What follows belongs to an exercise in optimizing a design on an open flow for small area, a short achievable clock period and few clock cycles per item; a production flow would make more cautious choices.
The clock port is modelled as an ideal driver, which makes a skipped or thinned clock tree look cheaper than it is; a real chip needs a root buffer or a tree.
Power is estimated from default activity; no workload was simulated.

== before ==
==> flow/design.v <==
module sbox (
    input   wire [5:0] in
    ,output wire [3:0] out
);
    localparam [63:0] T0 = 64'hA4CD96D24B76B948;
    localparam [63:0] T1 = 64'hC50B38C692705D2B;
    localparam [63:0] T2 = 64'h6B5B9DA191E66B96;
    localparam [63:0] T3 = 64'h429DCD6A79E1348E;
    assign out[0] = T0[in];
    assign out[1] = T1[in];
    assign out[2] = T2[in];
    assign out[3] = T3[in];
endmodule
module C6 (
    input   wire [7:0] C6_in
    ,output wire [5:0] C6_out
);
assign C6_out[0] = C6_in[6];
assign C6_out[1] = C6_in[4];
assign C6_out[2] = C6_in[5] ^ C6_in[0];
assign C6_out[3] = C6_in[2];
assign C6_out[4] = C6_in[3];
assign C6_out[5] = C6_in[7] ^ C6_in[1];
endmodule
module M6 (
     input  wire [7:0] a
    ,output wire [5:0] b 
);
assign b[0] = a[5] ^ a[4] ;
assign b[1] = a[6];
assign b[2] = a[7];
assign b[3] = a[0];
assign b[4] = a[1];
assign b[5] = a[3] ^ a[2];
endmodule
module full_hash (
    input wire clk
    ,input wire rst_n
    ,input wire start
    ,input wire [7:0] Byte
    ,input wire End_of_File
    ,input wire F_dr
    ,output wire [0:31] R_h
    ,output wire F_rtr
    ,output wire H_ready
);
    reg  [31:4] g;         
    reg  [5:0]  x;         
    reg  [3:0]  s;         
    reg         v1;        
    reg         v2;        
    reg  [15:0] R_c;       
    reg         eof1;      
    reg         fin;       
    reg         fin2;      
    reg         done;      
    reg         restart;   
    reg         rdy;       
    wire        xfer = F_dr & rdy;
    wire        hi_zero = (R_c[15:8] == 8'd0);
    wire        start_now = start & hi_zero & (R_c[7:0] == 8'd0);
    wire [5:0]  m6_out;
    wire [5:0]  c6_lo, c6_hi;
    wire [3:0]  s_out;
    M6 modulo_m6 (.a(Byte), .b(m6_out));
    C6 modulo_c6_lo (.C6_in(R_c[7:0]), .C6_out(c6_lo));
    C6 modulo_c6_hi (.C6_in(R_c[15:8]), .C6_out(c6_hi));
    sbox modulo_sbox (.in(x), .out(s_out));
    wire sp01, sp02, sp03, sp12, sp13, sp23;
    assign sp01 = s[0] ^ s[1];
    assign sp02 = s[0] ^ s[2];
    assign sp03 = s[0] ^ s[3];
    assign sp12 = s[1] ^ s[2];
    assign sp13 = s[1] ^ s[3];
    assign sp23 = s[2] ^ s[3];
    wire [31:4] f;
    assign f[4] = g[26] ^ s[3];
    assign f[5] = g[27] ^ s[0];
    assign f[6] = g[24] ^ s[1];
    assign f[7] = ~(g[25] ^ s[2]);
    assign f[8] = g[31] ^ s[0];
    assign f[9] = g[28] ^ s[1];
    assign f[10] = ~(g[29] ^ s[2]);
    assign f[11] = g[30] ^ s[3];
    assign f[12] = g[5] ^ sp01;
    assign f[13] = ~(g[6] ^ sp12);
    assign f[14] = g[7] ^ sp23;
    assign f[15] = g[4] ^ sp03;
    assign f[16] = g[10] ^ sp01;
    assign f[17] = ~(g[11] ^ sp12);
    assign f[18] = g[8] ^ sp23;
    assign f[19] = g[9] ^ sp03;
    assign f[20] = g[15] ^ sp02;
    assign f[21] = ~(g[12] ^ sp13);
    assign f[22] = ~(g[13] ^ sp02);
    assign f[23] = g[14] ^ sp13;
    assign f[24] = g[16] ^ sp02;
    assign f[25] = g[17] ^ sp13;
    assign f[26] = g[18] ^ sp02;
    assign f[27] = g[19] ^ sp13;
    assign f[28] = ~(g[21] ^ sp03);
    assign f[29] = ~(g[22] ^ sp01);
    assign f[30] = g[23] ^ sp12;
    assign f[31] = g[20] ^ sp23;
    wire        fin_short = fin & hi_zero;
    wire        done_next = ~start_now & (done | fin_short | fin2);
    wire [31:4] g_fold = g ^ {20'd0, s & {4{fin2}} | {2'b00, fin_short, 1'b0}, s & {4{fin}}};
    always_ff @(posedge clk) begin
        x <= F_dr ? m6_out : eof1 ? c6_hi : c6_lo;
        s <= s_out;
    end
    always_ff @(posedge clk or negedge rst_n)
        if (!rst_n) begin
            v1   <= 1'b0;
            v2   <= 1'b0;
            R_c  <= 16'd0;
            eof1 <= 1'b0;
            fin  <= 1'b0;
            fin2 <= 1'b0;
            done <= 1'b0;
            restart <= 1'b0;
        end else begin
            v1   <= xfer;
            v2   <= v1 & ~start_now;
            if (xfer)
                R_c <= R_c + 16'd1;
            eof1 <= End_of_File & ~(eof1 | fin | fin2 | done);
            fin  <= eof1;
            fin2 <= fin & ~hi_zero;
            done <= done_next;
            restart <= start_now;
        end
    always_ff @(posedge clk)
        g <= (~rst_n | restart) ? 28'h10DC3AF : v2 ? f : g_fold;
    always_ff @(posedge clk)
        rdy <= ~rst_n | ~done_next;
    assign F_rtr = rdy;
    assign H_ready = done;
    assign R_h[3] = g[4];
    assign R_h[2] = g[5];
    assign R_h[1] = g[6];
    assign R_h[0] = g[7];
    assign R_h[7] = g[8];
    assign R_h[6] = g[9];
    assign R_h[5] = g[10];
    assign R_h[4] = g[11];
    assign R_h[11] = g[15];
    assign R_h[10] = g[12];
    assign R_h[9] = g[13];
    assign R_h[8] = g[14];
    assign R_h[15] = g[19];
    assign R_h[14] = g[16];
    assign R_h[13] = g[17];
    assign R_h[12] = g[18];
    assign R_h[19] = g[22];
    assign R_h[18] = g[23];
    assign R_h[17] = g[20];
    assign R_h[16] = g[21];
    assign R_h[23] = g[26];
    assign R_h[22] = g[27];
    assign R_h[21] = g[24];
    assign R_h[20] = g[25];
    assign R_h[27] = g[29];
    assign R_h[26] = g[30];
    assign R_h[25] = g[31];
    assign R_h[24] = g[28];
    assign R_h[31] = ~g[5];
    assign R_h[30] = g[6];
    assign R_h[29] = g[7];
    assign R_h[28] = g[4];
endmodule
clock: 5.0 ns
lec_check: 0
cap_margin: 20
core_margin: 2
core_utilization: 40
place_density: 0.6
setup_slack_margin: 3.1
slew_margin: 20
standard.sh (not shown) runs the stock make flow with config.mk's settings and CLKGATE_MAP_FILE= SYNTH_SCRIPT=/design/flow/synth_recipe.tcl, a recipe that flattens the netlist after the stock synthesis.
==> flow/flow/run.sh <==
#!/bin/bash
# Standard ORFS layout with two changes:
#  - the port buffers are buf_2 cells instead of the cell buffer_ports picks by
#    default (a slow delay buffer);
#  - after CTS, the clock tree is rebuilt with one level of buffers
#    (flow/post_cts.tcl): the clock port drives 3 clkbuf_16 cells, each
#    driving the registers of one slice of the core.
set -euo pipefail
export BUFFER_PORTS_ARGS="-buffer_cell sky130_fd_sc_hd__buf_2"
export POST_CTS_TCL="$PWD/flow/post_cts.tcl"
bash standard.sh > make.log 2>&1
Other scripts of this flow, unchanged in this note and not shown: flow/flow/post_cts.tcl
Per the final summary, before finished and its layout is clean on timing, DRC and antenna.
[inputs] after vs before
Settings: changing SETUP_SLACK_MARGIN from 3.1 to 3.15.
[summary]
- In the reports for before and after, the smaller net count of the finished layout belongs to before.
- In terms of met3 track demand over resource in global routing, before and after differ only marginally.
- Normalized max-slew margin, before and after: higher on after
- after has more setup slack than before.
- Wire: after routes more than before
- Summary of the comparison: power is higher in after, relative to before.
- Taking before as the reference point, the final standard cell area without fillers of after rises by 5.5%.
- End-of-flow core utilization: after vs before up 2.6 points
- Signal arrival time at the worst endpoint (after over before): decrease, 20 ps
- Clock skew essentially unchanged between before and after.
No run of this note included a check of the RTL's function; only the layout flow was run. No run of this note takes its clock network from TritonCTS; it comes from the design's own scripts or RTL.

## separate check: timing with driven ports
The results above use ideal ports. As a check the final layouts listed here were re-extracted and re-timed, cells and wires unchanged.
Step 1 assumes that a clkbuf_16 drives the clock port and a buf_2 every other input.
Step 2 adds t to the input delays and takes it off the output delays; t is the mean of the earliest and latest rising clock arrival at the registers after step 1. Input paths then give back, and output paths get back, about the clock's delay inside the block.
Slacks: ideal ports / drivers / drivers and shift; pairs: ideal ports / drivers.
run	shift t [ns]	setup WS [ns]	latest minus earliest clock arrival (ns)	worst slew at a driven data input, ns
before	0.203	3.111 / 3.107 / 2.904	0.006 / 0.006	0.06
after	0.206	3.127 / 3.122 / 2.916	0.006 / 0.006	0.06
After both steps every run listed still meets setup and hold. For after, which loses most, drivers alone change the setup slack by -0.005 ns; drivers and shift together by -0.211 ns.
